What follows belongs to an exercise in optimizing a design on an open flow for small area, a short achievable clock period and few clock cycles; a production flow would make more cautious choices.
Only simulation tests tie the RTL to the original design; equivalence was not proved.
Power and IR drop assume default switching activity.

v6:
==> flow/design.v <==
module divider(
	      input wire 	 clk,
	      input wire 	 resetn,
	      input wire 	 div,
	      input wire 	 isSigned,
	      input wire [31:0]  A,
	      input wire [31:0]  B,
	      output wire [31:0] Q,
	      output wire [31:0] R,
	      output wire 	 complete
	      );
    localparam IDLE = 3'd0, NORM = 3'd1, ITER = 3'd2, NEGR = 3'd3, NEGQ = 3'd4, DONE = 3'd5;
    reg [2:0]  st;
    reg        sA, sB;      
    reg [31:0] P;           
    reg [32:0] M;           
    reg [31:0] Qr;          
    reg [4:0]  cnt;
    reg [5:0]  cA, cB;      
    function [5:0] clz32(input [31:0] x);
        reg [15:0] v1, c1; reg [7:0] v2; reg [15:0] c2;
        reg [3:0] v3; reg [11:0] c3; reg [1:0] v4; reg [7:0] c4; reg [4:0] c5;
        integer i;
        begin
            for (i = 0; i < 16; i = i + 1) begin
                v1[i] = x[2*i+1] | x[2*i];
                c1[i] = ~x[2*i+1];
            end
            for (i = 0; i < 8; i = i + 1) begin
                v2[i] = v1[2*i+1] | v1[2*i];
                c2[2*i+:2] = v1[2*i+1] ? {1'b0, c1[2*i+1]} : {1'b1, c1[2*i]};
            end
            for (i = 0; i < 4; i = i + 1) begin
                v3[i] = v2[2*i+1] | v2[2*i];
                c3[3*i+:3] = v2[2*i+1] ? {1'b0, c2[4*i+2+:2]} : {1'b1, c2[4*i+:2]};
            end
            for (i = 0; i < 2; i = i + 1) begin
                v4[i] = v3[2*i+1] | v3[2*i];
                c4[4*i+:4] = v3[2*i+1] ? {1'b0, c3[6*i+3+:3]} : {1'b1, c3[6*i+:3]};
            end
            c5 = v4[1] ? {1'b0, c4[7:4]} : {1'b1, c4[3:0]};
            clz32 = (v4[1] | v4[0]) ? {1'b0, c5} : 6'd32;
        end
    endfunction
    wire        nA = isSigned & A[31];
    wire        nB = isSigned & B[31];
    wire [31:0] XA = nA ? {~A[30:0], 1'b1} : A;
    wire [31:0] YB = B ^ {32{nB}};
    wire [6:0]  s   = {1'b0, cB} - {1'b0, cA};
    wire [4:0]  sc  = s[4:0] | {5{s[5]}};
    wire [32:0] Msh = ({1'b1, M[31:0]} << sc) | ~({33{1'b1}} << sc) & {33{~sB}};
    wire [31:0] ngi = (st == NEGQ) ? Qr : P;
    wire [31:0] ngo = ~ngi + 32'd1;
    reg  [33:0] g, p, gn, pn;
    reg  [32:0] T;
    integer i, k;
    always @* begin
        g[0] = ~sB; p[0] = 1'b0;
        for (i = 0; i < 33; i = i + 1) begin
            g[i+1] = (i < 32 ? P[i] : 1'b0) & M[i];
            p[i+1] = (i < 32 ? P[i] : 1'b0) ^ M[i];
        end
        for (k = 1; k < 34; k = k * 2) begin
            gn = g; pn = p;
            for (i = 0; i < 34; i = i + 1)
                if (i >= k) begin
                    gn[i] = g[i] | (p[i] & g[i-k]);
                    pn[i] = p[i] & p[i-k];
                end
            g = gn; p = pn;
        end
        for (i = 0; i < 33; i = i + 1)
            T[i] = (i < 32 ? P[i] : 1'b0) ^ M[i] ^ g[i];
    end
    wire        q   = ~T[32];
    always @(posedge clk) begin
        sA <= nA;
        sB <= nB;
        cA <= clz32(XA);
        cB <= clz32(YB);
    end
    always @(posedge clk) begin
        cnt <= (st == NORM) ? sc : cnt - 5'd1;
        M   <= (st == IDLE) ? {1'b1, ~YB} :
               (st == NORM) ? Msh : {M[32], M[32:1]};
    end
    always @(posedge clk) begin
        if (!resetn) begin
            st <= IDLE;
        end else begin
            case (st)
            IDLE: begin
                P  <= A;
                if (div) st <= NORM;
            end
            NORM: begin
                if (!s[6] && sA) P <= ngo;
                Qr  <= 32'd0;
                st  <= s[6] ? DONE : ITER;
            end
            ITER: begin
                if (q) P <= T[31:0];
                Qr  <= {Qr[30:0], q};
                if (cnt == 5'd0) st <= sA ? NEGR : sB ? NEGQ : DONE;
            end
            NEGR: begin
                P   <= ngo;
                st  <= sB ? DONE : NEGQ;
            end
            NEGQ: begin
                Qr  <= ngo;
                st  <= DONE;
            end
            default: ;
            endcase
        end
    end
    assign complete = (st == DONE);
    assign Q = Qr;
    assign R = P;
endmodule
clock: 5.5 ns
lec_check: 0
abc_area: 1
cap_margin: 20
core_margin: 2
core_utilization: 40
place_density: 0.6
setup_slack_margin: 2.8
slew_margin: 20
tns_end_percent: 0
standard.sh (not shown) runs the stock make flow with config.mk's settings and CLKGATE_MAP_FILE= SYNTH_SCRIPT=/design/flow/synth_recipe.tcl, a recipe that flattens the netlist after the stock synthesis.
==> flow/flow/run.sh <==
#!/bin/bash
# The standard layout, with the smallest buffer (buf_1) on every input and
# output port instead of ORFS's default port buffer.
set -euo pipefail
bash standard.sh "BUFFER_PORTS_ARGS=-buffer_cell sky130_fd_sc_hd__buf_1" finish > flow_make.log 2>&1
v6 | status: complete | timing, DRC, antenna: pass
Testbench counts of v6, summed over its fixed seeds: cycles 28,255.
## Diff of input files: v7 against v6
Settings: removing TNS_END_PERCENT (formerly 0).
==> flow/run.sh (new file) <==
#!/bin/bash
# synth_recipe.tcl (not shown) runs the flow's synth.tcl, then flattens the netlist and writes it again
# the make line also repeats each setting of config.mk as NAME=value (left out here)
make -C /OpenROAD-flow-scripts/flow DESIGN_CONFIG=/design/flow/config.mk WORK_HOME=/design/flow/orfs CLKGATE_MAP_FILE= SYNTH_SCRIPT=/design/flow/synth_recipe.tcl finish
removed: flow/flow/run.sh
removed: flow/standard.sh
Results
In the tables for v7 and v6, leakage power summed over all cells reads higher with v7. Summary — post-CTS setup buffer count, v7 relative to v6: higher, by 33. Lower clock skew goes to v6 over v7. The global-route wire length before repair of v7 was inferior to that of v6.

## port drivers added, routing unchanged
No port has a modelled driver above. Below, the same layouts with a new extraction and two added sets of constraints. Step 1, drivers: a clkbuf_16 drives clk and a buf_2 each remaining input, both assumed. Step 2 moves the port delays by t, midway between the first and last clock arrival at a register: inputs arrive t later, outputs are due t later. That takes back most of the time a late clock gives input paths. Three values: ideal, step 1, step 2; two values: the first two.
| run | t (ns) | slack for setup (ns) | worst setup path after step 2 | worst register clock-pin slew, ns |
|---|---|---|---|---|
| v6 | 0.474 | 2.742 / 2.742 / 2.419 | input to register | 0.07 / 0.07 |
| v7 | 0.481 | 2.704 / 2.651 / 2.416 | input to register | 0.08 / 0.08 |
After both steps setup and hold are still met in every run listed. The setup slack of v6, which loses most, moves by 0.000 ns with the drivers and by -0.323 ns with both steps.
